What follows belongs to an exercise in optimizing a design on an open flow for small area; a production flow would make more cautious choices.
Only simulation tests tie the RTL to the original design; equivalence was not proved.
Power and IR drop assume default switching activity.

### flow/run.sh
#!/bin/bash
# synth_recipe.tcl (not shown) runs the flow's synth.tcl, then flattens the netlist and writes it again
# the make line also repeats each setting of config.mk as NAME=value (left out here)
make -C /OpenROAD-flow-scripts/flow DESIGN_CONFIG=/design/flow/config.mk WORK_HOME=/design/flow/orfs CLKGATE_MAP_FILE= SYNTH_SCRIPT=/design/flow/synth_recipe.tcl finish
### flow/config.mk
export PLATFORM = sky130hd
export DESIGN_NAME = CPU_Top
export DESIGN_NICKNAME = CPU_Top
export VERILOG_FILES = /design/flow/design.v
export SDC_FILE = /design/flow/constraint.sdc
export NUM_CORES = 4
export LEC_CHECK = 0
export ABC_AREA = 1
export CAP_MARGIN = 20
export CORE_MARGIN = 2
export CORE_UTILIZATION = 55
export GPL_ROUTABILITY_DRIVEN = 1
export PLACE_DENSITY = 0.65
export SLEW_MARGIN = 20
### flow/constraint.sdc
create_clock -name core_clock -period 17.5 [get_ports {clk}]
set_input_delay 3.5000 -clock core_clock [delete_from_list [all_inputs] [get_ports {clk}]]
set_output_delay 3.5000 -clock core_clock [all_outputs]
set_load 0.01 [all_outputs]
### flow/design.v
module CPU_Top #(
    parameter DATA_WIDTH = 32,
    parameter ADDR_WIDTH = 8
) (
    input clk,
    input reset,
    input [DATA_WIDTH-1:0] instruction_data,
    input [DATA_WIDTH-1:0] read_data,
    output [ADDR_WIDTH-1:0] instruction_address,
    output [ADDR_WIDTH-1:0] data_address,
    output [DATA_WIDTH-1:0] write_data,
    output write_enable
);
    localparam FETCH = 3'd0, DECODE = 3'd1, EXECUTE = 3'd2, MEMORY = 3'd3, WRITEBACK = 3'd4;
    reg  [2:0]  state;
    reg  [31:0] ir;
    reg  [31:0] mdr;
    reg  [7:0]  mar;
    reg  [7:0]  pc;
    reg  [31:0] wd_q;       
    reg  [31:1] valid;
    wire s_f = state == FETCH;
    wire s_d = state == DECODE;
    wire s_e = state == EXECUTE;
    wire s_m = state == MEMORY;
    wire s_w = state == WRITEBACK;
    wire [4:0] opcode = ir[31:27];
    wire [4:0] rd     = ir[26:22];
    wire [4:0] rs1    = ir[21:17];
    wire [4:0] rs2    = ir[16:12];
    wire [7:0] imm8   = ir[7:0];
    wire op_alu   = ~opcode[4];
    wire op_load  = opcode == 5'b10000;
    wire op_store = opcode == 5'b10001;
    wire op_jump  = opcode == 5'b10010;
    wire op_ls    = op_load | op_store;
    wire        reg_write = (s_e & (op_alu | op_load)) | ((s_m | s_w) & op_load);
    wire [31:0] alu_out;
    wire [31:0] wdata = opcode[4] ? mdr : alu_out;
    wire [4:0]  ridx  = s_d ? rs2 : rs1;
    wire [31:0] rf_q [1:31];
    wire [31:1] rsel;
    genvar gi;
    generate
        for (gi = 1; gi < 32; gi = gi + 1) begin : g_rf
            reg [31:0] r;
            always @(posedge clk)
                if (reg_write && rd == gi)
                    r <= wdata;
            assign rf_q[gi] = r;
            assign rsel[gi] = (ridx == gi) & valid[gi];
        end
    endgenerate
    always @(posedge clk or posedge reset)
        if (reset)
            valid <= 31'b0;
        else if (reg_write && rd != 5'd0)
            valid[rd] <= 1'b1;
    reg [31:0] port;
    integer k;
    always @(*) begin
        port = 32'b0;
        for (k = 1; k < 32; k = k + 1)
            port = port | (rf_q[k] & {32{rsel[k]}});
    end
    always @(posedge clk or posedge reset)
        if (reset)
            wd_q <= 32'b0;
        else if (s_d)
            wd_q <= port;
        else if (reg_write && rd == rs2 && rd != 5'd0)
            wd_q <= wdata;
    wire [31:0] a = port;
    wire [31:0] b = wd_q;
    wire [3:0] aop = opcode[3:0];
    wire alu = ~opcode[4];
    wire bsel = ~alu | aop == 4'd0 | aop == 4'd1 | aop == 4'd6;
    wire inv  = alu & (aop == 4'd1 | aop == 4'd6 | aop == 4'd11);
    wire cin  = alu & (aop == 4'd1 | aop == 4'd6 | aop == 4'd10);
    wire [31:0] x = (b & {32{bsel}}) ^ {32{inv}};
    wire [32:0] cy;
    wire [31:0] s;
    assign cy[0] = cin;
    genvar i;
    generate for (i = 0; i < 32; i = i + 1) begin : g
        assign s[i] = a[i] ^ x[i] ^ cy[i];
        assign cy[i+1] = (a[i] & x[i]) | (a[i] & cy[i]) | (x[i] & cy[i]);
    end endgenerate
    wire lt = (a[31] ^ b[31]) ? a[31] : s[31];
    wire e_sum = aop == 4'd0 | aop == 4'd1 | aop == 4'd10 | aop == 4'd11;
    wire e_and = aop == 4'd2, e_or = aop == 4'd3, e_xor = aop == 4'd4, e_nor = aop == 4'd5;
    wire e_slt = aop == 4'd6, e_not = aop == 4'd9, e_pb = aop == 4'd14, e_pa = aop == 4'd15;
    wire e_shl = aop == 4'd7 | aop == 4'd12, e_shr = aop == 4'd8 | aop == 4'd13, rot = aop[3] & aop[2];
    wire [31:0] shl = {a[30:0], rot & a[31]};
    wire [31:0] shr = {rot & a[0], a[31:1]};
    wire k11 = e_and | e_or | e_pb | e_pa;
    wire k10 = e_or | e_xor | e_pa;
    wire k01 = e_or | e_xor | e_not | e_pb;
    wire k00 = e_nor | e_not;
    wire [31:0] lg = (a & b & {32{k11}}) | (a & ~b & {32{k10}}) | (~a & b & {32{k01}}) | (~a & ~b & {32{k00}});
    wire [31:0] alu_r = ({32{e_sum}} & s) | lg | ({32{e_shl}} & shl) | ({32{e_shr}} & shr) | {32{e_slt & lt}};
    wire zero = ~|s;
    wire neg  = s[31];
    reg c;
    always @(*) begin
        case (opcode)
            5'd19: c = zero;
            5'd20: c = ~zero;
            5'd21: c = neg;
            5'd22: c = ~neg & ~zero;
            5'd23: c = ~neg;
            5'd24: c = neg | zero;
            default: c = 1'b0;
        endcase
    end
    assign alu_out = alu_r;
    wire cond = c;
    wire taken = s_e & cond;
    reg [2:0] next_state;
    always @(*) begin
        case (state)
            FETCH:     next_state = DECODE;
            DECODE:    next_state = EXECUTE;
            EXECUTE:   next_state = op_alu ? WRITEBACK : op_ls ? MEMORY : FETCH;
            MEMORY:    next_state = op_load ? WRITEBACK : FETCH;
            default:   next_state = FETCH;
        endcase
    end
    always @(posedge clk or posedge reset)
        if (reset)
            state <= FETCH;
        else
            state <= next_state;
    always @(posedge clk or posedge reset)
        if (reset)
            ir[7:0] <= 8'b0;
        else if (s_f)
            ir[7:0] <= instruction_data[7:0];
    always @(posedge clk)
        if (s_f)
            ir[31:8] <= instruction_data[31:8];
    wire mem_ls = (s_e | s_m) & op_ls;
    always @(posedge clk)
        if (s_f | (mem_ls & op_load))
            mdr <= read_data;
    wire [7:0] addr = a[7:0] + imm8;
    always @(posedge clk or posedge reset)
        if (reset)
            mar <= 8'b0;
        else if (s_f | mem_ls)
            mar <= addr;
    wire jump = s_e & op_jump;
    wire [7:0] pc_add = (taken ? imm8 : 8'b0) + {7'b0, s_d | taken};
    always @(posedge clk or posedge reset)
        if (reset)
            pc <= 8'b0;
        else if (jump)
            pc <= ir[7:0];
        else if (s_d | taken)
            pc <= pc + pc_add;
    assign instruction_address = pc;
    assign data_address = mar;
    assign write_data = s_d ? port : wd_q;
    assign write_enable = mem_ls & op_store;
endmodule
==> results of run 1 <==
-- worst max-delay path, delay by kind of cell, from the launching register on --
family	cells	cell delay, ps
adder cells (fa/ha/maj)	30	10880
AND/OR/NAND/NOR	31	3160
buffers and inverters	14	1510
AO/OA/AOI/OAI	4	570
flip-flops	1	450
-- cell usage in the layout (no fill, tap or decap), types with 6 or more instances in the layout --
| cell | instances |
|---|---|
| edfxtp_1 | 1044 |
| ha_1 | 28 |
| clkbuf_1 | 26 |
| o21a_1 | 6 |
| o21a_2 | 6 |
| nand4_1 | 189 |
| nand3_1 | 128 |
| nor2_2 | 15 |
| clkbuf_16 | 114 |
| a22o_1 | 94 |
| nor4_1 | 49 |
| clkinv_1 | 37 |
| a22oi_1 | 6 |
| bufinv_16 | 10 |
| nand2_4 | 12 |
| inv_2 | 13 |
| xor2_1 | 14 |
| nor4_2 | 7 |
| a21oi_1 | 53 |
| fa_2 | 28 |
| nor3_2 | 13 |
| nand2_2 | 22 |
| a21oi_2 | 12 |
| o21ai_0 | 90 |
| o21bai_1 | 15 |
| nor2_1 | 199 |
| clkdlybuf4s50_1 | 110 |
| clkinv_2 | 21 |
| nor3_1 | 14 |
| o211ai_1 | 56 |
| a31oi_2 | 8 |
| xnor2_1 | 29 |
| buf_4 | 288 |
| buf_12 | 10 |
| dfrtp_1 | 89 |
| nor2_4 | 30 |
| nand2_1 | 1248 |
| inv_1 | 227 |
| o2111a_1 | 7 |
-- worst paths after layout --
kind	from	end	slack, ps	cells after the start
max in group asynchronous	reset	state[0]	13060	3
min in group asynchronous	reset	valid[15]	3150	2
worst min-delay path	valid[13]	valid[13]	450	2
worst min register to register	valid[13]	valid[13]	450	2
worst max register to register	state[0]	pc[7]	790	79
worst max-delay path	state[0]	pc[7]	790	79
-- report_power, final --
part,switching [W],internal (W),total (W)
Combinational,0.00169,0.000687,0.00238
Clock,0.00103,0.00136,0.00239
Sequential,0.000113,0.00368,0.00380
Total,0.00283,0.00573,0.00856
-- registers in the layout, indices dropped and copies added (netlist names) --
| register | cells |
|---|---|
| state | 3 |
| mdr | 32 |
| ir | 28 |
| wd_q | 32 |
| pc | 8 |
| mar | 8 |
| valid | 31 |
| g_rf.r | 992 |
-- per-stage QoR --
step	utilization	instances	worst slack [ps]	hold slack, ps
after floorplan	-	3981	294	419
after global placement	0.610	5382	-926	436
after detailed placement	0.610	5382	-1070	438
after CTS	0.656	5592	35.2	452
after global routing	0.657	5594	-11.2	485
final	0.657	5594	787	453
-- layer usage --
layer,vias up,share of wire,global-route usage
li1,14800,-,-
met1,16800,0.38,0.490
met2,2135,0.45,0.542
met3,425,0.11,0.0586
met4,0,0.052,0.150
met5,-,0,0
-- logic make-up after synthesis --
group,after synthesis
and+or+nand+nor,1939
AOI/OAI and AO/OA,390
muxes,2
buffers and inverters,412
adders and majority gates,61
DFF,1134
xor gates and xnor gates,43
-- cell type report --
type                       count  area [sq um]
clock buffer                 143          2990
clock inverter                64           668
fill                        6366         29300
inverter                     262           996
multi-input combinational   2436         13000
sequential                  1134         33600
tap                         1144          1430
timing repair buffer         411          3510
-- repair_timing --
item	in CTS	in global routing
gates cloned	1	0
endpoints found under the setup margin	25	7
gates resized for setup	58	26
pin swaps	8	12
buffers inserted	2	1
==> flow_summary_export.csv, run 1 <==
group,metric,value,unit
logic_synthesis,synth_most_common_cell,"nand2_1",
die,die_area,0.0890,sq mm
die,start_util,0.557,
cells_and_area,drive_above_1_share,0.148,
sta,clock_skew,40.5,ps
power_and_ir_drop,powerDensity,152,mW/mm^2
logic_synthesis,synth_top_family_by_area,"simple AND/OR/NAND/NOR gates",
logic_synthesis,syn_area,0.0476,sq mm
logic_synthesis,ys_seq_area_frac,0.705,
sta,finalHoldViolCount,0,
flow_run,drv_cap,0,
sta,worstMarginPinSlew,1140,ps
die,core_area,0.0855,sq mm
global_routing,antenna_found_initial,0,
logic_synthesis,async_flop_share,0.0794,
min_path,hold_class,"reg2reg",
cts,numCtsBuffers,112,
routing,first_pass_iters,8,
logic_synthesis,ys_types,55,
setup_path,cp.arrival,17310,ps
setup_path,cp_max_fo,6,
setup_path,critPathKind,"reg2reg",
power_and_ir_drop,ir_drop,0.122,mV
place,globalplace.congestion,0.907,
die,io_pins,115,
logic_synthesis,synth_commonest_cells,"nand2_1, edfxtp_1, inv_1",
sta,setup-tns-final,0,ps
logic_synthesis,synth_compound_area_frac,0.0562,
setup_path,worstPathRequired,18090,ps
logic_synthesis,synth_edf_count,1044,
setup_path,critical-path-max-stage-delay,550,ps
die,row_count,107,
routing,ant_nets,0,
sta,final.period_utilization,0.955,
power_and_ir_drop,leakage,20.2,nW
logic_synthesis,ys_ff_latch,1134,
sta,clock.fmax,59.8,MHz
die,die_h,298,microns
logic_synthesis,synth_xor_area_frac,0.00791,
global_routing,grt_max_degree,60,
logic_synthesis,syn_nets,4108,
setup_path,crit_path_start_kind,"flip-flop",
run_status,outcome,"finished clean",
cells_and_area,layout.nets,4484,
cells_and_area,area_delta_synth_final,18.0,%
logic_synthesis,syn-instance-count,3981,
logic_synthesis,synth_simple_gate_area_frac,0.174,
routing,routed_wl,155000,microns
routing,vias,34100,
cts,cts_buffer_depth,3,
cells_and_area,diodes,0,
sta,finalCriticalPeriod,16710,ps
routing,drt_first_iter_violations,4690,
sta,relSlewSlack,0.236,
place,placed_cell_area,0.0522,sq mm
global_routing,grt_pass1_vias,31700,
setup_path,slowest_stage,"fa_1",
cts,clock_sinks,1134,
routing,drc_errors,0,
logic_synthesis,synth_area_leaders,"edfxtp_1, nand2_1, dfrtp_1",
place,dpl.hpwl,95300,microns
setup_path,end_kind,"flip-flop",
global_routing,grt_pass1_wl,221000,microns
cts,cts_tree,"built",
cts,clockRootBuffer,"clkbuf_16",
logic_synthesis,ys_warn_count,1,
setup_path,path_common_cell,"fa_2",
logic_synthesis,synth_top_area_frac,0.658,
cts,h-tree-depth,3,
cts,hold_buffers,0,
logic_synthesis,synth_top_area_cell,"edfxtp_1",
place,io_buffers,110,
global_routing,grtUsageTotal,0.349,
logic_synthesis,synth-adder-area-share,0.0212,
routing,viasPerCell,6.10,
logic_synthesis,ys.flop_type,"edfxtp_1",
cts,clk_pin_slew,60,ps
global_routing,overflow,0,
routing,wl_per_cell,27.7,microns
cts,insertion_delay,710,ps
sta,maxSlewViolCount,0,
sta,final-setup-viol-count,0,
logic_synthesis,muxShareOfSynthArea,0.000473,
cells_and_area,final_cell_area,0.0562,sq mm
die,fp.dieW,298,microns
power_and_ir_drop,finalPower,0.00856,W
logic_synthesis,syn_avg_cell_area,12.0,sq um
==> run 2: changes to the inputs <==
--- a/flow/design.v
+++ b/flow/design.v
@@ -38,31 +38,72 @@
     wire [31:0] alu_out;
     wire [31:0] wdata = opcode[4] ? mdr : alu_out;
     wire [4:0]  ridx  = s_d ? rs2 : rs1;
-    wire [31:0] rf_q [1:31];
-    wire [31:1] rsel;
-    genvar gi;
+    reg  [1:0]  phase;
+    always @(posedge clk or posedge reset)
+        if (reset)
+            phase <= 2'd0;
+        else
+            phase <= phase + 2'd1;
+    reg         p_v;
+    reg  [4:0]  p_rd;
+    reg  [31:0] p_data;
+    wire wn = reg_write & (rd != 5'd0);
+    wire [1:0] rd_pos = rd[1:0] + phase;
+    wire [1:0] p_pos  = p_rd[1:0] + phase;
+    wire p_commit = p_v & (p_pos == 2'd3) & ~(wn & (rd == p_rd));
+    wire direct   = wn & (rd_pos == 2'd3) & ~p_commit;
+    wire [31:0] cdata = p_commit ? p_data : wdata;
+    always @(posedge clk or posedge reset)
+        if (reset)
+            p_v <= 1'b0;
+        else if (wn)
+            p_v <= ~direct;
+        else if (p_commit)
+            p_v <= 1'b0;
+    always @(posedge clk)
+        if (wn) begin
+            p_rd   <= rd;
+            p_data <= wdata;
+        end
+    wire [1:0] r_pos = ridx[1:0] + phase;
+    wire [31:0] slot_q [0:31];
+    wire [31:0] slot_sel;
+    genvar gg, gi;
     generate
-        for (gi = 1; gi < 32; gi = gi + 1) begin : g_rf
-            reg [31:0] r;
-            always @(posedge clk)
-                if (reg_write && rd == gi)
-                    r <= wdata;
-            assign rf_q[gi] = r;
-            assign rsel[gi] = (ridx == gi) & valid[gi];
+        for (gg = 0; gg < 8; gg = gg + 1) begin : g_ring
+            reg [31:0] s0, s1, s2, s3;
+            wire commit_g = (p_commit & (p_rd[4:2] == gg)) | (direct & (rd[4:2] == gg));
+            always @(posedge clk) begin
+                s0 <= commit_g ? cdata : s3;
+                s1 <= s0;
+                s2 <= s1;
+                s3 <= s2;
+            end
+            assign slot_q[4*gg+0] = s0;
+            assign slot_q[4*gg+1] = s1;
+            assign slot_q[4*gg+2] = s2;
+            assign slot_q[4*gg+3] = s3;
+            for (gi = 0; gi < 4; gi = gi + 1) begin : g_sel
+                assign slot_sel[4*gg+gi] = (ridx[4:2] == gg) & (r_pos == gi);
+            end
         end
     endgenerate
     always @(posedge clk or posedge reset)
         if (reset)
             valid <= 31'b0;
-        else if (reg_write && rd != 5'd0)
+        else if (wn)
             valid[rd] <= 1'b1;
-    reg [31:0] port;
+    wire [31:0] valid0 = {valid, 1'b0};
+    wire r_valid = valid0[ridx];
+    wire r_fwd   = p_v & (p_rd == ridx);
+    reg [31:0] ring;
     integer k;
     always @(*) begin
-        port = 32'b0;
-        for (k = 1; k < 32; k = k + 1)
-            port = port | (rf_q[k] & {32{rsel[k]}});
+        ring = 32'b0;
+        for (k = 0; k < 32; k = k + 1)
+            ring = ring | (slot_q[k] & {32{slot_sel[k]}});
     end
+    wire [31:0] port = {32{r_valid}} & (r_fwd ? p_data : ring);
     always @(posedge clk or posedge reset)
         if (reset)
             wd_q <= 32'b0;
--- a/flow/config.mk
+++ b/flow/config.mk
@@ -9,6 +9,7 @@
 export CAP_MARGIN = 20
 export CORE_MARGIN = 2
 export CORE_UTILIZATION = 55
+export CTS_BUF_LIST = sky130_fd_sc_hd__clkbuf_8
 export GPL_ROUTABILITY_DRIVEN = 1
 export PLACE_DENSITY = 0.65
 export SLEW_MARGIN = 20
==> flow_summary_export.csv, run 2 <==
group,metric,value,unit
run_status,outcome,"finished clean",
global_routing,antenna_found_initial,4,
setup_path,cp.arrival,18000,ps
sta,finalHoldViolCount,0,
logic_synthesis,ys_types,53,
cts,h-tree-depth,4,
sta,clock_skew,70.5,ps
routing,drt_first_iter_violations,3940,
cts,insertion_delay,930,ps
logic_synthesis,synth_commonest_cells,"nand2_1, dfxtp_1, nor2_1",
die,die_area,0.0843,sq mm
global_routing,grt_max_degree,62,
logic_synthesis,ys_ff_latch,1206,
cts,clk_pin_slew,70,ps
flow_run,drv_cap,0,
global_routing,grt_pass1_wl,239000,microns
cells_and_area,layout_commonest_cell,"nand2_1",
sta,relSlewSlack,0.181,
setup_path,crit_path_start_kind,"flip-flop",
cells_and_area,drive_above_1_share,0.119,
setup_path,r2r-end,"pc[7]",
routing,wirelength_met1,63900,microns
min_path,hold_depth,0,
die,die_h,290,microns
routing,highest_layer,"met5",
cts,clockRootBuffer,"clkbuf_8",
place,io_buffers,110,
cts,numCtsBuffers,187,
die,row_count,105,
setup_path,critPathKind,"reg2reg",
sta,rsz0062_at_grt,"true",
cells_and_area,layout.nets,6049,
power_and_ir_drop,leakage,24.5,nW
logic_synthesis,syn_avg_cell_area,8.09,sq um
setup_path,path_common_cell,"fa_2",
sta,final-setup-viol-count,0,
logic_synthesis,synth_top_area_frac,0.455,
cts,hold_buffers,0,
cts,cts_tree,"built",
place,globalplace.congestion,0.952,
logic_synthesis,synth_area_leaders,"dfxtp_1, nand2_1, edfxtp_1",
setup_path,end_kind,"flip-flop",
logic_synthesis,synth_top_area_cell,"dfxtp_1",
logic_synthesis,syn_area,0.0451,sq mm
logic_synthesis,async_flop_share,0.0771,
die,io_pins,115,
routing,routed_wl,162000,microns
sta,finalCriticalPeriod,17230,ps
cells_and_area,n_fill_cell,7056,
routing,wl_met3,17400,microns
die,core_area,0.0816,sq mm
logic_synthesis,syn_nets,5701,
routing,dr_wl_met2,72100,microns
min_path,hp-start,"g_ring[5].s0[17]",
sta,clock.fmax,58.1,MHz
logic_synthesis,ys_warn_count,1,
setup_path,rr_startpoint,"state[2]",
cells_and_area,final_cell_area,0.0530,sq mm
power_and_ir_drop,finalPower,0.0105,W
global_routing,grtUsageTotal,0.382,
routing,wl_per_cell,22.8,microns
routing,viasPerCell,5.52,
logic_synthesis,syn-instance-count,5573,
min_path,hold_class,"reg2reg",
min_path,min_to,"g_ring[5].s1[17]",
logic_synthesis,synth_most_common_cell,"nand2_1",
place,dpl.hpwl,102000,microns
setup_path,cp_max_fo,8,
cells_and_area,multi_input_area,0.0178,sq mm
cts,clock_sinks,1206,
cells_and_area,area_delta_synth_final,17.4,%
die,fp.dieW,290,microns
cells_and_area,layout_common_cells,"nand2_1, dfxtp_1, inv_1",
global_routing,overflow,0,
power_and_ir_drop,powerDensity,198,mW/mm^2
routing,first_pass_iters,8,
logic_synthesis,ys.flop_type,"dfxtp_1",
logic_synthesis,ys_seq_area_frac,0.565,
place,placed_cell_area,0.0488,sq mm
setup_path,worstPathRequired,18280,ps
setup_path,slowest_stage,"fa_2",
die,start_util,0.553,
routing,vias,39300,
setup_path,critical-path-max-stage-delay,430,ps
sta,worstMarginPinSlew,1230,ps
routing,drc_errors,0,
global_routing,grt_pass1_vias,38400,
setup_path,r2r.worst_path.cells,82,
sta,final.period_utilization,0.984,
cts,cts_buffer_depth,3,
setup_path,ff2ff_setup_slack,270,ps
cells_and_area,seqCellArea,0.0255,sq mm
logic_synthesis,synth_edf_count,89,
sta,maxSlewViolCount,0,
power_and_ir_drop,ir_drop,0.117,mV
routing,ant_nets,0,
run 2: cell count changes after synthesis, sizes merged, moves of 37 or more:
cell / delta
nand2: +1113
dfxtp: +1024
edfxtp: -955
nor2: +158
nand3: +157
inv: +101
o21ai: +88
nand4: -64
buf: +59
nor4: -46
a22o: -38
o211ai: -38
a211oi: +37
run 2: stage by stage:
stage / hold WS [ps] / util / setup WS, ps / TNS (ps) / cells
CTS: 320 / 0.644 / 59.1 / 0 / 7112
detailed placement: 335 / 0.598 / -771 / -2200 / 6785
global placement: 332 / 0.598 / -701 / -1790 / 6785
finish: 314 / 0.649 / 274 / 0 / 7127
floorplan: 331 / - / 8.65 / 0 / 5573
global route: 322 / 0.649 / -315 / -346 / 7125
run 2: critical path, delay by kind of cell (launching register included):
kind            cells  cell delay (ps)
fa+ha+maj          32            11980
simple gates       36             3200
buf+inv            11             1000
compound gates      3              480
flops               1              400
run 2: repair_timing:
| action | CTS | global route |
|---|---|---|
| setup buffers | 5 | 12 |
| pin swaps | 16 | 90 |
| gates resized for setup | 18 | 67 |
| endpoints found under the setup margin | 7 | 5 |
run 2: metal layers:
layer  GRT usage  vias up
li1            -    18300
met1       0.499    18400
met2       0.601     2122
met3      0.0771      476
met4       0.203        2
met5           0        -
run 2: area by class of cell:
type                    count  area share
diodes                      3    0.000142
clock buffers             227      0.0590
clock inverters            95      0.0105
inverters                 362      0.0258
multi-input cells        3782       0.337
flip-flops and latches   1206       0.482
well taps                1070      0.0253
repair buffers            382      0.0610
run 2: cell families (layout without fill, tap and decap cells):
family,count (synthesis),in the layout,share of synthesized area
xor+xnor,53,53,0.0103
simple gates,3271,3271,0.294
compound gates,396,396,0.0547
flops,1206,1206,0.565
fa+ha+maj,62,62,0.0229
other cells,0,3,0
buf+inv,585,1066,0.0532
run 2: power breakdown:
| part | leakage (nW) | internal [W] | switching [W] |
|---|---|---|---|
| clock | 2.14 | 0.00121 | 0.00114 |
| sequential | 10.4 | 0.00366 | 0.000474 |
| combinational | 11.9 | 0.00120 | 0.00278 |
run 2: worst max path at each step:
| stage | endpoint | startpoint | slack, ps |
|---|---|---|---|
| finish | pc[7] | state[2] | 270 |
| global route | pc[7] | state[2] | -310 |
| CTS | pc[7] | state[1] | 60 |
| detailed placement | pc[7] | state[2] | -770 |
| global placement | pc[7] | state[2] | -700 |
| floorplan | pc[7] | state[2] | 9 |
==> run 3: changes to the inputs <==
--- a/flow/design.v
+++ b/flow/design.v
@@ -191,14 +191,14 @@
         else if (s_f | mem_ls)
             mar <= addr;
     wire jump = s_e & op_jump;
-    wire [7:0] pc_add = (taken ? imm8 : 8'b0) + {7'b0, s_d | taken};
+    wire [7:0] pc_sum = pc + (s_e ? imm8 : 8'b0) + 8'd1;
     always @(posedge clk or posedge reset)
         if (reset)
             pc <= 8'b0;
         else if (jump)
             pc <= ir[7:0];
         else if (s_d | taken)
-            pc <= pc + pc_add;
+            pc <= pc_sum;
     assign instruction_address = pc;
     assign data_address = mar;
     assign write_data = s_d ? port : wd_q;
--- a/flow/config.mk
+++ b/flow/config.mk
@@ -9,7 +9,9 @@
 export CAP_MARGIN = 20
 export CORE_MARGIN = 2
 export CORE_UTILIZATION = 55
-export CTS_BUF_LIST = sky130_fd_sc_hd__clkbuf_8
+export CTS_BUF_LIST = sky130_fd_sc_hd__clkbuf_16
+export CTS_CLUSTER_DIAMETER = 100
+export CTS_CLUSTER_SIZE = 30
 export GPL_ROUTABILITY_DRIVEN = 1
 export PLACE_DENSITY = 0.65
 export SLEW_MARGIN = 20
==> flow_summary_export.csv, run 3 <==
group,metric,value,unit
sta,clock.fmax,59.1,MHz
cells_and_area,area_delta_synth_final,11.3,%
sta,relSlewSlack,0.193,
sta,worstMarginPinSlew,1210,ps
logic_synthesis,synth_commonest_cells,"nand2_1, dfxtp_1, nand3_1",
sta,finalHoldViolCount,0,
routing,wl_per_cell,22.5,microns
setup_path,r2r-end,"pc[1]",
logic_synthesis,ys_seq_area_frac,0.551,
die,row_count,106,
logic_synthesis,muxShareOfSynthArea,0,
cells_and_area,multi_input_area,0.0189,sq mm
global_routing,grt_pass1_vias,37800,
power_and_ir_drop,leakage,24.7,nW
power_and_ir_drop,ir_drop,0.132,mV
run_status,outcome,"finished clean",
setup_path,crit_path_start_kind,"flip-flop",
cts,numCtsBuffers,48,
routing,first_pass_iters,7,
logic_synthesis,synth_compound_area_frac,0.0337,
logic_synthesis,synth_top_area_frac,0.443,
power_and_ir_drop,p_switching,0.00441,W
power_and_ir_drop,powerDensity,190,mW/mm^2
cts,cts_tree,"built",
place,placed_cell_area,0.0499,sq mm
cells_and_area,final_cell_area,0.0515,sq mm
place,globalplace.congestion,0.947,
cts,cts_buffer_depth,3,
cells_and_area,n_fill_cell,7627,
logic_synthesis,ys_types,54,
cts,clk_pin_slew,120,ps
cells_and_area,diodes,0,
global_routing,grt_pass1_wl,238000,microns
setup_path,cp.arrival,17540,ps
logic_synthesis,synth_top_family_by_area,"simple AND/OR/NAND/NOR gates",
routing,vias,40200,
routing,drc_errors,0,
global_routing,grtUsageTotal,0.371,
logic_synthesis,synth_top_area_cell,"dfxtp_1",
global_routing,grt_max_degree,67,
logic_synthesis,ys_ff_latch,1206,
cts,h-tree-depth,2,
die,start_util,0.554,
global_routing,overflow,0,
logic_synthesis,synth_area_leaders,"dfxtp_1, nand2_1, nand3_1",
power_and_ir_drop,seqPwrFrac,0.406,
power_and_ir_drop,clock_power_share,0.145,
routing,viasPerCell,5.61,
place,io_buffers,110,
die,fp.dieW,294,microns
cells_and_area,finalNonFillerCells,7161,
setup_path,end_kind,"flip-flop",
cells_and_area,layout_common_cells,"nand2_1, dfxtp_1, nand3_1",
setup_path,path_common_cell,"fa_2",
logic_synthesis,syn-instance-count,5900,
die,io_pins,115,
sta,finalCriticalPeriod,16920,ps
logic_synthesis,synth_simple_gate_area_frac,0.333,
setup_path,r2r.worst_path.cells,65,
cts,insertion_delay,690,ps
setup_path,ff2ff_setup_slack,580,ps
cells_and_area,layout_commonest_cell,"nand2_1",
global_routing,antenna_found_initial,1,
cells_and_area,post-route-util,0.617,
routing,routed_wl,161000,microns
logic_synthesis,ys_warn_count,1,
min_path,hold_class,"reg2reg",
place,dpl.hpwl,104000,microns
power_and_ir_drop,swShare,0.450,
power_and_ir_drop,finalPower,0.00979,W
cts,hold_buffers,0,
logic_synthesis,synth_edf_count,89,
power_and_ir_drop,comb_power_share,0.449,
setup_path,crit_path_end,"pc[1]",
cells_and_area,drive_above_1_share,0.0799,
logic_synthesis,synth-adder-area-share,0.0221,
cts,clock_sinks,1206,
logic_synthesis,synth_most_common_cell,"nand2_1",
sta,clock_skew,40.6,ps
power_and_ir_drop,p_int,0.00539,W
setup_path,worstPathRequired,18120,ps
die,die_area,0.0864,sq mm
die,die_h,294,microns
sta,maxSlewViolCount,0,
cells_and_area,seqCellArea,0.0255,sq mm
sta,holdWs,340,ps
setup_path,slowest_stage,"fa_1",
logic_synthesis,ys.flop_type,"dfxtp_1",
setup_path,critPathKind,"reg2reg",
setup_path,crit_start,"state[2]",
sta,rsz0062_at_grt,"false",
setup_path,critical-path-max-stage-delay,460,ps
cts,clockRootBuffer,"clkbuf_16",
routing,drt_first_iter_violations,4182,
setup_path,cp_max_fo,8,
routing,ant_nets,0,
sta,final.period_utilization,0.967,
logic_synthesis,async_flop_share,0.0771,
setup_path,rr_startpoint,"state[2]",
place,dp_cells,7093,
die,core_area,0.0834,sq mm
cells_and_area,layout.nets,6195,
logic_synthesis,syn_nets,6028,
logic_synthesis,syn_area,0.0463,sq mm
flow_run,drv_cap,0,
logic_synthesis,syn_avg_cell_area,7.84,sq um
logic_synthesis,synth_xor_area_frac,0.0106,
sta,final-setup-viol-count,0,
==> run 3: cell count changes after synthesis, moves of 55 or more <==
cell	before	now
nand3_1	286	667
nand2_1	2366	2487
inv_1	342	256
nor2_1	395	481
nand4_1	125	43
a22o_1	56	1
==> run 3: critical path: cells and delay by family (launching register included) <==
family	cells	cell delay (ps)
buf+inv	7	760
fa+ha+maj	32	12610
flops	1	430
compound gates	1	40
simple gates	25	3050
==> run 3: how the worst min path moves through the flow <==
stage,endpoint,slack [ps],from,cells past startpoint
floorplan,g_ring[0].s3[20],330,g_ring[0].s2[20],0
global placement,g_ring[7].s2[20],330,g_ring[7].s1[20],0
detailed placement,g_ring[0].s1[24],330,g_ring[0].s0[24],0
CTS,g_ring[0].s1[4],340,g_ring[0].s0[4],0
global route,g_ring[2].s2[0],350,g_ring[2].s1[0],0
finish,g_ring[0].s1[24],340,g_ring[0].s0[24],0
==> run 3: cell type report <==
type	instances	share of cell area
Sequential cell	1206	0.495
Tap cell	1080	0.0263
Inverter	263	0.0193
Clock inverter	15	0.00328
Multi-Input combinational cell	4175	0.367
Timing Repair Buffer	373	0.0651
Clock buffer	49	0.0238
==> run 3: kinds of logic (layout without fill, tap and decap cells) <==
| family | Yosys count | after routing |
|---|---|---|
| AND/OR/NAND/NOR | 3775 | 3776 |
| flip-flops | 1206 | 1206 |
| buffers and inverters | 520 | 700 |
| AO/OA/AOI/OAI | 281 | 281 |
| adder cells (fa/ha/maj) | 62 | 62 |
| XOR/XNOR | 56 | 56 |
==> run 3: routing by layer <==
layer | vias to the layer above | wire length, microns | track usage
li1 | 18900 | - | -
met1 | 18900 | 66800 | 0.511
met2 | 1995 | 72600 | 0.598
met3 | 361 | 15700 | 0.0520
met4 | 0 | 6340 | 0.130
met5 | - | 0 | 0
==> run 3: stage by stage <==
| stage | setup WS, ps | TNS [ps] |
|---|---|---|
| floorplan | 15.0 | 0 |
| global placement | -800 | -104730 |
| detailed placement | -1080 | -202440 |
| CTS | 31.6 | 0 |
| global route | 45.3 | 0 |
| finish | 584 | 0 |
==> run 3: what timing repair did <==
action	in CTS	in global routing
buffers inserted	1	2
gates resized for setup	22	11
cloned	1	0
endpoints found under the setup margin	328	286
pin swaps	5	8
==> run 3: power groups by stage <==
stage | sequential [W] | clock, W | combinational, W
after floorplan | 0.00389 | 0 | 0.00227
after global placement | 0.00400 | 0 | 0.00420
after detailed placement | 0.00402 | 0 | 0.00423
after CTS | 0.00397 | 0.00143 | 0.00427
after global routing | 0.00405 | 0.00152 | 0.00465
final | 0.00398 | 0.00142 | 0.00439
==> run 4: changes to the inputs <==
==> flow/flow/run.sh (new file) <==
#!/bin/bash
# Own layout flow: the standard synthesis, then the combinational logic
# between the (unchanged) registers is re-mapped by ABC for area, then the standard flow's
# standard layout from floorplan to finish on that netlist.
# Each tool's full output goes to a log file of its own in this folder.
set -euo pipefail
WORK=$(pwd)
R=$WORK/orfs/results/$FLOW_PLATFORM/CPU_Top/base

# 1. standard synthesis (registers, their names and cell types come from here)
bash standard.sh synth > "$WORK/log_1_standard_synth.log" 2>&1

# 2. re-map the combinational logic for area
cp "$R/1_2_yosys.v" "$WORK/standard_1_2_yosys.v"
REOPT_IN="$WORK/standard_1_2_yosys.v" REOPT_OUT="$WORK/reopt_1_2_yosys.v" \
REOPT_SCRIPT="$WORK/flow/area.abc" \
  yosys -c flow/reopt.tcl > "$WORK/log_2_reopt.log" 2>&1
cp "$WORK/reopt_1_2_yosys.v" "$R/1_2_yosys.v"
rm -f "$R/1_synth.odb" "$R/1_synth.sdc"
touch "$R/1_2_yosys.v"

# 3. standard layout from the re-mapped netlist
bash standard.sh finish > "$WORK/log_3_standard_layout.log" 2>&1
==> flow/flow/area.abc (new file) <==
strash
dch -f
amap
topo
==> flow/flow/reopt.tcl (new file) <==
# Re-map the combinational cells of a mapped netlist for area, keeping every
# flip-flop instance (name and cell type) as it is.
yosys -import
set lib $::env(FLOW_HOME)/platforms/$::env(FLOW_PLATFORM)/lib/sky130_fd_sc_hd__tt_025C_1v80.lib
set top $::env(FLOW_TOP)
set dont_use {}
foreach c {
  sky130_fd_sc_hd__probe_p_8 sky130_fd_sc_hd__probec_p_8 sky130_fd_sc_hd__lpflow_bleeder_1
  sky130_fd_sc_hd__lpflow_clkbufkapwr_1 sky130_fd_sc_hd__lpflow_clkbufkapwr_16
  sky130_fd_sc_hd__lpflow_clkbufkapwr_2 sky130_fd_sc_hd__lpflow_clkbufkapwr_4
  sky130_fd_sc_hd__lpflow_clkbufkapwr_8 sky130_fd_sc_hd__lpflow_clkinvkapwr_1
  sky130_fd_sc_hd__lpflow_clkinvkapwr_16 sky130_fd_sc_hd__lpflow_clkinvkapwr_2
  sky130_fd_sc_hd__lpflow_clkinvkapwr_4 sky130_fd_sc_hd__lpflow_clkinvkapwr_8
  sky130_fd_sc_hd__lpflow_inputiso0n_1 sky130_fd_sc_hd__lpflow_inputiso0p_1
  sky130_fd_sc_hd__lpflow_inputiso1n_1 sky130_fd_sc_hd__lpflow_inputiso1p_1
  sky130_fd_sc_hd__lpflow_inputisolatch_1 sky130_fd_sc_hd__lpflow_isobufsrc_1
  sky130_fd_sc_hd__lpflow_isobufsrc_16 sky130_fd_sc_hd__lpflow_isobufsrc_2
  sky130_fd_sc_hd__lpflow_isobufsrc_4 sky130_fd_sc_hd__lpflow_isobufsrc_8
  sky130_fd_sc_hd__lpflow_isobufsrckapwr_16
} { lappend dont_use -dont_use $c }

# combinational cells as logic, sequential cells kept as instances
read_liberty -ignore_miss_func $lib
read_verilog $::env(REOPT_IN)
hierarchy -top $top
set seq {}
foreach c [regexp -all -inline {sky130_fd_sc_hd__[a-z0-9_]+} [read [open $::env(REOPT_IN)]]] {
  if {[regexp {__(df|edf|sdf|dl|sedf)} $c] && [lsearch $seq $c] < 0} { lappend seq $c }
}
puts "sequential cell types kept: $seq"
foreach c $seq { setattr -mod -set keep_hierarchy 1 $c }
tee -o before_stat.txt stat
flatten
opt_clean
abc -liberty $lib {*}$dont_use -script $::env(REOPT_SCRIPT)
opt_clean
read_liberty -lib -overwrite $lib
setattr -mod -unset keep_hierarchy
splitnets
opt_clean -purge
hilomap -singleton -hicell sky130_fd_sc_hd__conb_1 HI -locell sky130_fd_sc_hd__conb_1 LO
insbuf -buf sky130_fd_sc_hd__buf_4 A X
# left out here: clean up, hide names made inside functions
tee -o reopt_stat.txt stat -liberty $lib
check -assert -mapped
write_verilog -noattr -nohex -nodec $::env(REOPT_OUT)
==> flow/standard.sh (new file) <==
#!/bin/bash
# synth_recipe.tcl (not shown) runs the flow's synth.tcl, then flattens the netlist and writes it again
# the make line also repeats each setting of config.mk as NAME=value (left out here)
make -C /OpenROAD-flow-scripts/flow DESIGN_CONFIG=/design/flow/config.mk WORK_HOME=/design/flow/orfs CLKGATE_MAP_FILE= SYNTH_SCRIPT=/design/flow/synth_recipe.tcl "${@:-finish}"
--- a/flow/config.mk
+++ b/flow/config.mk
@@ -9,9 +9,7 @@
 export CAP_MARGIN = 20
 export CORE_MARGIN = 2
 export CORE_UTILIZATION = 55
-export CTS_BUF_LIST = sky130_fd_sc_hd__clkbuf_16
-export CTS_CLUSTER_DIAMETER = 100
-export CTS_CLUSTER_SIZE = 30
+export CTS_BUF_LIST = sky130_fd_sc_hd__clkbuf_8
 export GPL_ROUTABILITY_DRIVEN = 1
 export PLACE_DENSITY = 0.65
 export SLEW_MARGIN = 20
removed: flow/run.sh
==> flow_summary_export.csv, run 4 <==
group,metric,value,unit
setup_path,crit_path_start_kind,"flip-flop",
cells_and_area,layout_commonest_cell,"dfxtp_1",
global_routing,grt_max_degree,64,
die,die_area,0.0742,sq mm
logic_synthesis,syn_area,0.0396,sq mm
cells_and_area,multi_input_area,0.0131,sq mm
global_routing,overflow,0,
cells_and_area,post-route-util,0.660,
sta,final.period_utilization,0.908,
place,placed_cell_area,0.0432,sq mm
routing,drc_errors,0,
global_routing,antenna_found_initial,5,
global_routing,grt_pass1_vias,34300,
cells_and_area,finalNonFillerCells,5222,
cts,cts_tree,"built",
sta,final-setup-viol-count,0,
sta,clock.fmax,62.9,MHz
power_and_ir_drop,finalPower,0.0122,W
sta,maxSlewViolCount,0,
routing,viasPerCell,6.64,
logic_synthesis,syn_nets,3784,
die,die_h,272,microns
sta,rsz0062_at_grt,"false",
power_and_ir_drop,powerDensity,259,mW/mm^2
setup_path,end_kind,"flip-flop",
global_routing,grt_pass1_wl,222000,microns
routing,wl_per_cell,29.2,microns
setup_path,cp.buffers_inverters,10,
sta,finalCriticalPeriod,15890,ps
cts,clockRootBuffer,"clkbuf_8",
cts,numCtsBuffers,182,
routing,routed_wl,153000,microns
cells_and_area,layout_common_cells,"dfxtp_1, nor2_1, o22ai_1",
flow_run,drv_cap,0,
die,row_count,98,
setup_path,critPathKind,"reg2reg",
global_routing,grtUsageTotal,0.406,
setup_path,worstPathRequired,18190,ps
cts,hold_buffers,0,
cts,clock_sinks,1206,
cells_and_area,final_cell_area,0.0471,sq mm
logic_synthesis,syn-instance-count,3718,
cells_and_area,n_fill_cell,5631,
sta,worstMarginPinSlew,1180,ps
power_and_ir_drop,leakage,18.1,nW
die,fp.dieW,272,microns
cells_and_area,area_delta_synth_final,18.8,%
cells_and_area,drive_above_1_share,0.117,
routing,ant_nets,0,
sta,finalHoldViolCount,0,
setup_path,slowest_stage,"dfrtp_1",
place,dp_cells,4888,
setup_path,cp.arrival,16580,ps
die,io_pins,115,
cts,insertion_delay,890,ps
cts,h-tree-depth,4,
setup_path,path_common_cell,"nor2_1",
routing,drt_first_iter_violations,4715,
cts,clk_pin_slew,70,ps
run_status,outcome,"finished clean",
power_and_ir_drop,ir_drop,0.134,mV
min_path,hold_class,"reg2reg",
routing,vias,34700,
routing,first_pass_iters,7,
logic_synthesis,ys_warn_count,1,
place,dpl.hpwl,95500,microns
die,start_util,0.555,
sta,relSlewSlack,0.206,
setup_path,critical-path-max-stage-delay,390,ps
die,core_area,0.0714,sq mm
setup_path,path_delay_family,"compound AO/OA/AOI/OAI gates",
logic_synthesis,syn_avg_cell_area,10.7,sq um
place,io_buffers,110,
cells_and_area,seqCellArea,0.0255,sq mm
sta,clock_skew,59.1,ps
cts,cts_buffer_depth,3,
place,globalplace.congestion,0.954,
cells_and_area,layout.nets,4192,
setup_path,cp_max_fo,32,
-- run 4: where the power goes --
group          internal (W)  leakage, nW  total (W)  switching [W]
Clock               0.00124         2.18    0.00238        0.00113
Combinational       0.00176         5.47    0.00544        0.00368
Sequential          0.00383         10.4    0.00436       0.000534
-- run 4: per-stage QoR --
step / hold WS, ps / worst slack [ps] / setup TNS, ps
2_1_floorplan: 324 / 82.4 / 0
3_3_place_gp: 330 / -69.8 / -456
3_5_place_dp: 333 / -271 / -5460
4_1_cts: 326 / 267 / 0
5_1_grt: 328 / 21.6 / 0
6_report: 320 / 1610 / 0
-- run 4: timing repair --
item / CTS / global route
endpoints found under the setup margin: 174 / 328
setup buffers: 1 / 3
pin swaps: 1 / 3
gates resized for setup: 11 / 33
endpoints found under the hold margin: 0 / 0
-- run 4: area by class of cell --
type / count / share of cell area
Sequential cell: 1206 / 0.542
Inverter: 324 / 0.0260
Tap cell: 950 / 0.0252
Clock inverter: 101 / 0.0140
Timing Repair Buffer: 272 / 0.0495
Antenna cell: 2 / 0.000106
Clock buffer: 227 / 0.0663
Multi-Input combinational cell: 2140 / 0.277
-- run 4: worst paths after layout --
| kind | startpoint | end | slack (ps) | cells after the start |
|---|---|---|---|---|
| worst max-delay path | state[2] | g_ring[5].s0[3] | 1610 | 95 |
| worst min-delay path | g_ring[0].s2[7] | g_ring[0].s3[7] | 320 | 0 |
| worst max register to register | state[2] | g_ring[5].s0[3] | 1610 | 95 |
| worst min register to register | g_ring[0].s2[7] | g_ring[0].s3[7] | 320 | 0 |
| max in group asynchronous | reset | pc[2] | 13170 | 3 |
| min in group asynchronous | reset | valid[10] | 2990 | 2 |
-- run 4: metal layers --
metal	share of wire	global-route usage	wire length, microns	up-vias
met5	0.00018	0	28	-
met4	0.054	0.205	8310	4
met3	0.13	0.106	19700	630
met2	0.44	0.629	66900	2599
met1	0.38	0.528	57700	16600
li1	-	-	-	14800
==> run 5: changes to the inputs <==
--- a/flow/design.v
+++ b/flow/design.v
@@ -38,20 +38,33 @@
     wire [31:0] alu_out;
     wire [31:0] wdata = opcode[4] ? mdr : alu_out;
     wire [4:0]  ridx  = s_d ? rs2 : rs1;
-    reg  [1:0]  phase;
-    always @(posedge clk or posedge reset)
-        if (reset)
-            phase <= 2'd0;
-        else
-            phase <= phase + 2'd1;
+    reg  [1:0]  phase;      
+    reg  [1:0]  phase3;     
+    always @(posedge clk or posedge reset)
+        if (reset) begin
+            phase  <= 2'd0;
+            phase3 <= 2'd0;
+        end else begin
+            phase  <= phase + 2'd1;
+            phase3 <= (phase3 == 2'd2) ? 2'd0 : phase3 + 2'd1;
+        end
+    function at_head;
+        input [4:0] r;
+        input [1:0] ph;
+        input [1:0] ph3;
+        begin
+            if (r[4:2] == 3'd0)
+                at_head = r[1:0] == 2'd3 - ph3;
+            else
+                at_head = r[1:0] == ~ph;
+        end
+    endfunction
     reg         p_v;
     reg  [4:0]  p_rd;
     reg  [31:0] p_data;
     wire wn = reg_write & (rd != 5'd0);
-    wire [1:0] rd_pos = rd[1:0] + phase;
-    wire [1:0] p_pos  = p_rd[1:0] + phase;
-    wire p_commit = p_v & (p_pos == 2'd3) & ~(wn & (rd == p_rd));
-    wire direct   = wn & (rd_pos == 2'd3) & ~p_commit;
+    wire p_commit = p_v & at_head(p_rd, phase, phase3) & ~(wn & (rd == p_rd));
+    wire direct   = wn & at_head(rd, phase, phase3) & ~p_commit;
     wire [31:0] cdata = p_commit ? p_data : wdata;
     always @(posedge clk or posedge reset)
         if (reset)
@@ -65,26 +78,45 @@
             p_rd   <= rd;
             p_data <= wdata;
         end
-    wire [1:0] r_pos = ridx[1:0] + phase;
-    wire [31:0] slot_q [0:31];
-    wire [31:0] slot_sel;
+    wire [3:0] jdec = 4'b0001 << ridx[1:0];
+    wire [3:0] rot4 = {jdec, jdec} >> (3'd4 - {1'b0, phase});
+    wire [2:0] rot3 = (phase3 == 2'd0) ? jdec[3:1] :
+                      (phase3 == 2'd1) ? {jdec[2:1], jdec[3]} :
+                                         {jdec[1], jdec[3:2]};
+    wire [31:0] slot_q [1:31];
+    wire [31:1] slot_sel;
     genvar gg, gi;
     generate
         for (gg = 0; gg < 8; gg = gg + 1) begin : g_ring
-            reg [31:0] s0, s1, s2, s3;
             wire commit_g = (p_commit & (p_rd[4:2] == gg)) | (direct & (rd[4:2] == gg));
-            always @(posedge clk) begin
-                s0 <= commit_g ? cdata : s3;
-                s1 <= s0;
-                s2 <= s1;
-                s3 <= s2;
-            end
-            assign slot_q[4*gg+0] = s0;
-            assign slot_q[4*gg+1] = s1;
-            assign slot_q[4*gg+2] = s2;
-            assign slot_q[4*gg+3] = s3;
-            for (gi = 0; gi < 4; gi = gi + 1) begin : g_sel
-                assign slot_sel[4*gg+gi] = (ridx[4:2] == gg) & (r_pos == gi);
+            if (gg == 0) begin : g3
+                reg [31:0] s0, s1, s2;
+                always @(posedge clk) begin
+                    s0 <= commit_g ? cdata : s2;
+                    s1 <= s0;
+                    s2 <= s1;
+                end
+                assign slot_q[1] = s0;
+                assign slot_q[2] = s1;
+                assign slot_q[3] = s2;
+                for (gi = 0; gi < 3; gi = gi + 1) begin : g_sel
+                    assign slot_sel[1+gi] = (ridx[4:2] == gg) & rot3[gi];
+                end
+            end else begin : g4
+                reg [31:0] s0, s1, s2, s3;
+                always @(posedge clk) begin
+                    s0 <= commit_g ? cdata : s3;
+                    s1 <= s0;
+                    s2 <= s1;
+                    s3 <= s2;
+                end
+                assign slot_q[4*gg+0] = s0;
+                assign slot_q[4*gg+1] = s1;
+                assign slot_q[4*gg+2] = s2;
+                assign slot_q[4*gg+3] = s3;
+                for (gi = 0; gi < 4; gi = gi + 1) begin : g_sel
+                    assign slot_sel[4*gg+gi] = (ridx[4:2] == gg) & rot4[gi];
+                end
             end
         end
     endgenerate
@@ -100,7 +132,7 @@
     integer k;
     always @(*) begin
         ring = 32'b0;
-        for (k = 0; k < 32; k = k + 1)
+        for (k = 1; k < 32; k = k + 1)
             ring = ring | (slot_q[k] & {32{slot_sel[k]}});
     end
     wire [31:0] port = {32{r_valid}} & (r_fwd ? p_data : ring);
==> flow/flow/area.abc (replaced) <==
strash
&get -n
&dch -f
&nf -a -R 1000
&put
topo
--- a/flow/config.mk
+++ b/flow/config.mk
@@ -8,8 +8,10 @@
 export ABC_AREA = 1
 export CAP_MARGIN = 20
 export CORE_MARGIN = 2
-export CORE_UTILIZATION = 55
-export CTS_BUF_LIST = sky130_fd_sc_hd__clkbuf_8
+export CORE_UTILIZATION = 60
+export CTS_BUF_LIST = sky130_fd_sc_hd__clkbuf_16
+export CTS_CLUSTER_DIAMETER = 100
+export CTS_CLUSTER_SIZE = 24
 export GPL_ROUTABILITY_DRIVEN = 1
-export PLACE_DENSITY = 0.65
+export PLACE_DENSITY = 0.7
 export SLEW_MARGIN = 20
==> flow_summary_export.csv, run 5 <==
group,metric,value,unit
run_status,outcome,"finished clean",
cells_and_area,layout.nets,3874,
sta,clock_skew,27.5,ps
power_and_ir_drop,ir_drop,0.132,mV
cts,h-tree-depth,2,
cts,post_cts_buffers,0,
sta,finalCriticalPeriod,16040,ps
routing,first_pass_iters,9,
cts,numCtsBuffers,54,
cts,clk_pin_slew,110,ps
logic_synthesis,syn_nets,3639,
setup_path,path_common_cell,"nor2_1",
sta,maxSlewViolCount,0,
setup_path,cp.arrival,16530,ps
setup_path,critPathKind,"reg2reg",
routing,drc_errors,0,
power_and_ir_drop,leakage,16.8,nW
routing,drt_first_iter_violations,4545,
routing,viasPerCell,6.84,
sta,setup-tns-final,0,ps
power_and_ir_drop,p_switching,0.00371,W
logic_synthesis,syn-instance-count,3573,
die,die_area,0.0673,sq mm
sta,final.period_utilization,0.917,
place,dpl.hpwl,81200,microns
cts,cts_tree,"built",
global_routing,grtUsageTotal,0.400,
power_and_ir_drop,p_int,0.00535,W
place,io_buffers,110,
setup_path,worstPathRequired,17990,ps
cts,insertion_delay,660,ps
global_routing,grt_pass1_wl,200000,microns
sta,finalHoldViolCount,0,
die,io_pins,115,
flow_run,drv_cap,0,
cells_and_area,drive_above_1_share,0.0667,
logic_synthesis,syn_area,0.0392,sq mm
global_routing,antenna_found_initial,2,
routing,ant_nets,0,
setup_path,cp_max_fo,49,
routing,routed_wl,137000,microns
cells_and_area,area_delta_synth_final,12.0,%
sta,final-setup-viol-count,0,
sta,rsz0062_at_grt,"true",
global_routing,grt_max_degree,65,
setup_path,crit_path_start_kind,"flip-flop",
die,fp.dieW,260,microns
power_and_ir_drop,comb_power_share,0.361,
die,die_h,260,microns
power_and_ir_drop,clock_power_share,0.155,
die,row_count,93,
cts,clock_sinks,1176,
setup_path,end_kind,"flip-flop",
global_routing,grt_pass1_vias,31600,
cells_and_area,layout_common_cells,"dfxtp_1, nand2_1, nor2_1",
die,core_area,0.0645,sq mm
routing,wl_per_cell,29.2,microns
logic_synthesis,syn_avg_cell_area,11.0,sq um
place,globalplace.congestion,0.952,
sta,clock.fmax,62.3,MHz
cells_and_area,n_fill_cell,4913,
cts,clockRootBuffer,"clkbuf_16",
sta,worstMarginPinSlew,1200,ps
power_and_ir_drop,seqPwrFrac,0.484,
power_and_ir_drop,swShare,0.410,
setup_path,slowest_stage,"a21o_2",
cells_and_area,post-route-util,0.681,
min_path,hold_class,"reg2reg",
die,start_util,0.608,
cts,cts_buffer_depth,3,
sta,relSlewSlack,0.198,
cells_and_area,layout_commonest_cell,"dfxtp_1",
setup_path,critical-path-max-stage-delay,520,ps
setup_path,ff2ff_setup_slack,1460,ps
routing,vias,32100,
logic_synthesis,ys_warn_count,1,
global_routing,overflow,0,
power_and_ir_drop,powerDensity,206,mW/mm^2
[run 5: per-layer routing]
layer	routed length [microns]	track usage
met3	19300	0.0978
met4	8470	0.201
met2	58300	0.603
met1	50600	0.540
met5	66	0.00641
[run 5: cell type report]
type                    count  area (sq um)  share of cell area
flip-flops and latches   1176         24900               0.568
multi-input cells        2326         14300               0.327
repair buffers            227          1990              0.0452
clock buffers              55          1380              0.0314
well taps                 855          1070              0.0244
clock inverters            29           114             0.00259
inverters                  23          88.8             0.00202
diodes                      2          5.00            0.000114
[run 5: path summary, 6_finish.rpt]
| path | from | end | cells past startpoint |
|---|---|---|---|
| worst max-delay path | state[0] | g_ring[6].g4.s0[19] | 87 |
| worst min-delay path | g_ring[2].g4.s2[2] | g_ring[2].g4.s3[2] | 0 |
| worst max register to register | state[0] | g_ring[6].g4.s0[19] | 87 |
| worst min register to register | g_ring[2].g4.s2[2] | g_ring[2].g4.s3[2] | 0 |
| max in group asynchronous | reset | wd_q[15] | 3 |
| min in group asynchronous | reset | mar[5] | 2 |
[run 5: power groups by stage]
stage | registers [W] | logic (W) | clock network (W)
finish | 0.00439 | 0.00327 | 0.00140
global route | 0.00448 | 0.00344 | 0.00149
CTS | 0.00436 | 0.00311 | 0.00140
detailed placement | 0.00440 | 0.00309 | 0
global placement | 0.00436 | 0.00302 | 0
floorplan | 0.00419 | 0.00185 | 0
[run 5: timing repair]
| item | CTS | global route |
|---|---|---|
| endpoints found under the setup margin | 0 | 279 |
| hold buffers | 0 | 0 |
| endpoints found under the hold margin | 0 | 0 |
| gates resized for setup | 0 | 32 |
[run 5: per-stage QoR]
| stage | cells | instance area [sq um] | hold WS (ps) | worst slack (ps) | power [W] |
|---|---|---|---|---|---|
| 2_1_floorplan | 3573 | 39200 | 323 | 1490 | 0.00605 |
| 3_3_place_gp | 4607 | 42300 | 332 | 1230 | 0.00738 |
| 6_report | 4693 | 43900 | 345 | 1460 | 0.00906 |
| 5_1_grt | 4691 | 43900 | 347 | -97.0 | 0.00942 |
| 4_1_cts | 4691 | 43800 | 342 | 1040 | 0.00887 |
| 3_5_place_dp | 4607 | 42300 | 336 | 1100 | 0.00749 |
[run 5: critical path: cells and delay by family (launching register included)]
kind | cells | cell delay, ps
xor+xnor | 1 | 490
fa+ha+maj | 9 | 2760
buf+inv | 6 | 1490
simple gates | 52 | 6540
compound gates | 16 | 3020
flops | 1 | 500
mux | 3 | 1080
==> run 6: changes to the inputs <==
--- a/flow/design.v
+++ b/flow/design.v
@@ -136,58 +136,64 @@
             ring = ring | (slot_q[k] & {32{slot_sel[k]}});
     end
     wire [31:0] port = {32{r_valid}} & (r_fwd ? p_data : ring);
-    always @(posedge clk or posedge reset)
-        if (reset)
-            wd_q <= 32'b0;
+    reg wd_v;
+    always @(posedge clk or posedge reset)
+        if (reset)
+            wd_v <= 1'b0;
         else if (s_d)
+            wd_v <= 1'b1;
+    always @(posedge clk)
+        if (s_d)
             wd_q <= port;
-        else if (reg_write && rd == rs2 && rd != 5'd0)
+        else if (wn && rd == rs2)
             wd_q <= wdata;
     wire [31:0] a = port;
     wire [31:0] b = wd_q;
     wire [3:0] aop = opcode[3:0];
     wire alu = ~opcode[4];
-    wire bsel = ~alu | aop == 4'd0 | aop == 4'd1 | aop == 4'd6;
-    wire inv  = alu & (aop == 4'd1 | aop == 4'd6 | aop == 4'd11);
-    wire cin  = alu & (aop == 4'd1 | aop == 4'd6 | aop == 4'd10);
+    wire o0 = aop == 4'd0, o1 = aop == 4'd1, o2 = aop == 4'd2, o3 = aop == 4'd3;
+    wire o4 = aop == 4'd4, o5 = aop == 4'd5, o6 = aop == 4'd6, o7 = aop == 4'd7;
+    wire o8 = aop == 4'd8, o9 = aop == 4'd9, o10 = aop == 4'd10, o11 = aop == 4'd11;
+    wire o12 = aop == 4'd12, o13 = aop == 4'd13, o14 = aop == 4'd14, o15 = aop == 4'd15;
+    wire bsel = ~alu | ~(o7 | o8 | o9 | o10 | o11 | o12 | o13 | o15);
+    wire inv  = alu & (o1 | o6 | o9 | o11);
+    wire cin  = alu & (o1 | o6 | o10);
     wire [31:0] x = (b & {32{bsel}}) ^ {32{inv}};
-    wire [32:0] cy;
-    wire [31:0] s;
-    assign cy[0] = cin;
-    genvar i;
-    generate for (i = 0; i < 32; i = i + 1) begin : g
-        assign s[i] = a[i] ^ x[i] ^ cy[i];
-        assign cy[i+1] = (a[i] & x[i]) | (a[i] & cy[i]) | (x[i] & cy[i]);
+    wire [31:0] p = a ^ x;
+    wire [31:0] g = a & x;
+    wire [32:0] c;
+    assign c[0] = cin;
+    genvar ci;
+    generate for (ci = 0; ci < 32; ci = ci + 1) begin : gc
+        assign c[ci+1] = g[ci] | (p[ci] & c[ci]);
     end endgenerate
+    wire [31:0] s = p ^ c[31:0];
     wire lt = (a[31] ^ b[31]) ? a[31] : s[31];
-    wire e_sum = aop == 4'd0 | aop == 4'd1 | aop == 4'd10 | aop == 4'd11;
-    wire e_and = aop == 4'd2, e_or = aop == 4'd3, e_xor = aop == 4'd4, e_nor = aop == 4'd5;
-    wire e_slt = aop == 4'd6, e_not = aop == 4'd9, e_pb = aop == 4'd14, e_pa = aop == 4'd15;
-    wire e_shl = aop == 4'd7 | aop == 4'd12, e_shr = aop == 4'd8 | aop == 4'd13, rot = aop[3] & aop[2];
+    wire sel_s = o0 | o1 | o10 | o11;
+    wire sel_p = o3 | o4 | o9 | o15;
+    wire sel_g = o2 | o3;
+    wire sel_n = o5;
+    wire sel_x = o14;
+    wire sel_l = o7 | o12, sel_r = o8 | o13, rot = o12 | o13;
     wire [31:0] shl = {a[30:0], rot & a[31]};
     wire [31:0] shr = {rot & a[0], a[31:1]};
-    wire k11 = e_and | e_or | e_pb | e_pa;
-    wire k10 = e_or | e_xor | e_pa;
-    wire k01 = e_or | e_xor | e_not | e_pb;
-    wire k00 = e_nor | e_not;
-    wire [31:0] lg = (a & b & {32{k11}}) | (a & ~b & {32{k10}}) | (~a & b & {32{k01}}) | (~a & ~b & {32{k00}});
-    wire [31:0] alu_r = ({32{e_sum}} & s) | lg | ({32{e_shl}} & shl) | ({32{e_shr}} & shr) | {32{e_slt & lt}};
+    wire [31:0] alu_r = ({32{sel_s}} & s) | ({32{sel_p}} & p) | ({32{sel_g}} & g) | ({32{sel_n}} & ~(p | g))
+                   | ({32{sel_x}} & x) | ({32{sel_l}} & shl) | ({32{sel_r}} & shr) | {32{o6 & lt}};
+    assign alu_out = alu_r;
     wire zero = ~|s;
     wire neg  = s[31];
-    reg c;
+    reg cond;
     always @(*) begin
         case (opcode)
-            5'd19: c = zero;
-            5'd20: c = ~zero;
-            5'd21: c = neg;
-            5'd22: c = ~neg & ~zero;
-            5'd23: c = ~neg;
-            5'd24: c = neg | zero;
-            default: c = 1'b0;
+            5'd19: cond = zero;
+            5'd20: cond = ~zero;
+            5'd21: cond = neg;
+            5'd22: cond = ~neg & ~zero;
+            5'd23: cond = ~neg;
+            5'd24: cond = neg | zero;
+            default: cond = 1'b0;
         endcase
     end
-    assign alu_out = alu_r;
-    wire cond = c;
     wire taken = s_e & cond;
     reg [2:0] next_state;
     always @(*) begin
@@ -233,6 +239,6 @@
             pc <= pc_sum;
     assign instruction_address = pc;
     assign data_address = mar;
-    assign write_data = s_d ? port : wd_q;
+    assign write_data = s_d ? port : (wd_q & {32{wd_v}});
     assign write_enable = mem_ls & op_store;
 endmodule
==> flow/flow/area.abc (replaced) <==
strash
&get -n
&deepsyn -T 120
&put
dc2
&get -n
&dch -f
&nf -a -R 2000
&put
topo
==> flow_summary_export.csv, run 6 <==
group,metric,value,unit
run_status,outcome,"finished clean",
cts,cts_buffer_depth,3,
die,core_area,0.0633,sq mm
die,io_pins,115,
sta,finalCriticalPeriod,16300,ps
cells_and_area,area_delta_synth_final,12.1,%
setup_path,path_common_cell,"maj3_1",
die,die_area,0.0663,sq mm
power_and_ir_drop,powerDensity,215,mW/mm^2
sta,rsz0062_at_grt,"false",
global_routing,grt_pass1_wl,201000,microns
setup_path,path_delay_family,"adder cells",
die,fp.dieW,257,microns
sta,clock.fmax,61.4,MHz
cts,post_cts_buffers,0,
place,io_buffers,110,
min_path,hold_class,"reg2reg",
logic_synthesis,syn_nets,3476,
sta,maxSlewViolCount,0,
cells_and_area,multi_input_area,0.0133,sq mm
die,start_util,0.609,
place,dpl.hpwl,83500,microns
routing,vias,31500,
power_and_ir_drop,ir_drop,0.134,mV
sta,holdWs,340,ps
global_routing,grt_pass1_vias,31300,
routing,first_pass_iters,9,
sta,clock_skew,25.8,ps
routing,routed_wl,138000,microns
cells_and_area,post-route-util,0.682,
setup_path,worstPathRequired,18000,ps
cells_and_area,drive_above_1_share,0.0606,
logic_synthesis,syn_avg_cell_area,11.3,sq um
setup_path,end_kind,"flip-flop",
setup_path,cp.buffers_inverters,7,
cts,insertion_delay,670,ps
routing,wl_per_cell,30.6,microns
cts,clock_sinks,1177,
cts,hold_buffers,0,
sta,relSlewSlack,0.230,
cts,h-tree-depth,2,
cts,clockRootBuffer,"clkbuf_16",
setup_path,critical-path-max-stage-delay,730,ps
place,globalplace.congestion,0.975,
setup_path,cp_max_fo,31,
sta,worstMarginPinSlew,1140,ps
global_routing,antenna_found_initial,3,
routing,drt_first_iter_violations,4819,
routing,drc_errors,0,
logic_synthesis,ys_warn_count,1,
cts,cts_tree,"built",
routing,ant_nets,0,
setup_path,cp.arrival,16800,ps
die,row_count,92,
global_routing,grt_max_degree,65,
setup_path,slowest_stage,"buf_4",
cts,clk_pin_slew,100,ps
sta,final-setup-viol-count,0,
cts,cts_resized,0,
sta,final.period_utilization,0.931,
logic_synthesis,syn-instance-count,3410,
cells_and_area,layout_common_cells,"dfxtp_1, nand2_1, o21ai_0",
cells_and_area,layout.nets,3702,
cts,numCtsBuffers,55,
power_and_ir_drop,leakage,16.3,nW
cells_and_area,layout_commonest_cell,"dfxtp_1",
sta,setup-tns-final,0,ps
routing,viasPerCell,6.98,
die,die_h,257,microns
setup_path,critPathKind,"reg2reg",
cells_and_area,n_fill_cell,4818,
global_routing,grtUsageTotal,0.407,
cells_and_area,seqCellArea,0.0251,sq mm
sta,finalHoldViolCount,0,
global_routing,overflow,0,
logic_synthesis,syn_area,0.0385,sq mm
flow_run,drv_cap,0,
setup_path,crit_path_start_kind,"flip-flop",
run 6: area by class of cell:
type / count / share of cell area
antenna: 2 / 0.000116
timing repair buffer: 217 / 0.0447
clock buffer: 57 / 0.0330
inverter: 48 / 0.00417
tap: 846 / 0.0245
multi-input combinational: 2137 / 0.309
sequential: 1177 / 0.581
clock inverter: 28 / 0.00325
run 6: final timing paths:
path | start | end | slack [ps] | cells after the start
setup / recovery | state[1] | g_ring[1].g4.s0[14] | 1200 | 62
setup reg to reg | state[1] | g_ring[1].g4.s0[14] | 1200 | 62
min in group asynchronous | reset | valid[12] | 3390 | 3
hold reg to reg | g_ring[3].g4.s1[31] | g_ring[3].g4.s2[31] | 340 | 0
hold / removal | g_ring[3].g4.s1[31] | g_ring[3].g4.s2[31] | 340 | 0
max in group asynchronous | reset | mar[2] | 13530 | 3
run 6: per-layer routing:
metal  track usage  vias to the layer above  routed length (microns)
li1              -                    13400                        -
met1         0.541                    15000                    50300
met5             0                        -                       27
met3        0.0959                      642                    19700
met4         0.261                        4                    10500
met2         0.600                     2470                    57400
run 6: worst reg2reg max path: cells and delay by family, from the launching register on:
family | cells | cell delay (ps)
adder cells (fa/ha/maj) | 13 | 5100
AND/OR/NAND/NOR | 14 | 2290
buffers and inverters | 7 | 1900
AO/OA/AOI/OAI | 24 | 4640
flip-flops | 1 | 410
multiplexers | 2 | 1180
XOR/XNOR | 2 | 630
run 6: per-stage QoR:
step	setup WS, ps	instance area [sq um]	total power, W	instances
2_1_floorplan	233	38500	0.00620	3410
3_3_place_gp	1760	41600	0.00760	4425
3_5_place_dp	1560	41600	0.00770	4425
4_1_cts	1380	43200	0.00911	4510
5_1_grt	345	43200	0.00961	4510
6_report	1200	43200	0.00927	4512
run 6: power breakdown:
group          switching, W  internal [W]  leakage [nW]  total, W
Sequential         0.000576       0.00374          10.1   0.00432
Combinational       0.00242       0.00109          5.37   0.00350
Clock              0.000857      0.000592         0.853   0.00145

afterwards: timing with drivers on the ports:
How much do the figures lean on ideal ports? The routed layouts below were timed once more, with nothing changed but the port constraints. Step 1 (the two cells are an assumption about what drives the block):
set clk [get_ports {clk}]
set_driving_cell -lib_cell sky130_fd_sc_hd__clkbuf_16 $clk
set_driving_cell -lib_cell sky130_fd_sc_hd__buf_2 [delete_from_list [all_inputs] $clk]
Step 2 moves the port delays by t, midway between the first and last clock arrival at a register: inputs arrive t later, outputs are due t later. That takes back most of the time a late clock gives input paths. Slacks: ideal / step 1 / step 2; pairs: ideal / step 1.
run	t, ns	setup WS [ns]	hold slack, ns	worst setup path at the end	slew at the worst register clock pin (ns)
run 1	0.762	0.787 / 0.787 / 0.787	0.453 / 0.453 / 0.453	register to register	0.07 / 0.07
run 2	0.967	0.274 / 0.274 / 0.274	0.314 / 0.314 / 0.314	register to register	0.07 / 0.07
run 3	0.740	0.584 / 0.584 / 0.584	0.340 / 0.340 / 0.340	register to register	0.12 / 0.12
run 4	0.924	1.613 / 1.613 / 1.613	0.320 / 0.320 / 0.320	register to register	0.08 / 0.08
run 5	0.720	1.456 / 1.456 / 1.456	0.345 / 0.345 / 0.345	register to register	0.11 / 0.11
run 6	0.734	1.203 / 1.203 / 1.203	0.340 / 0.340 / 0.340	register to register	0.11 / 0.11
After both steps every run listed still meets setup and hold.
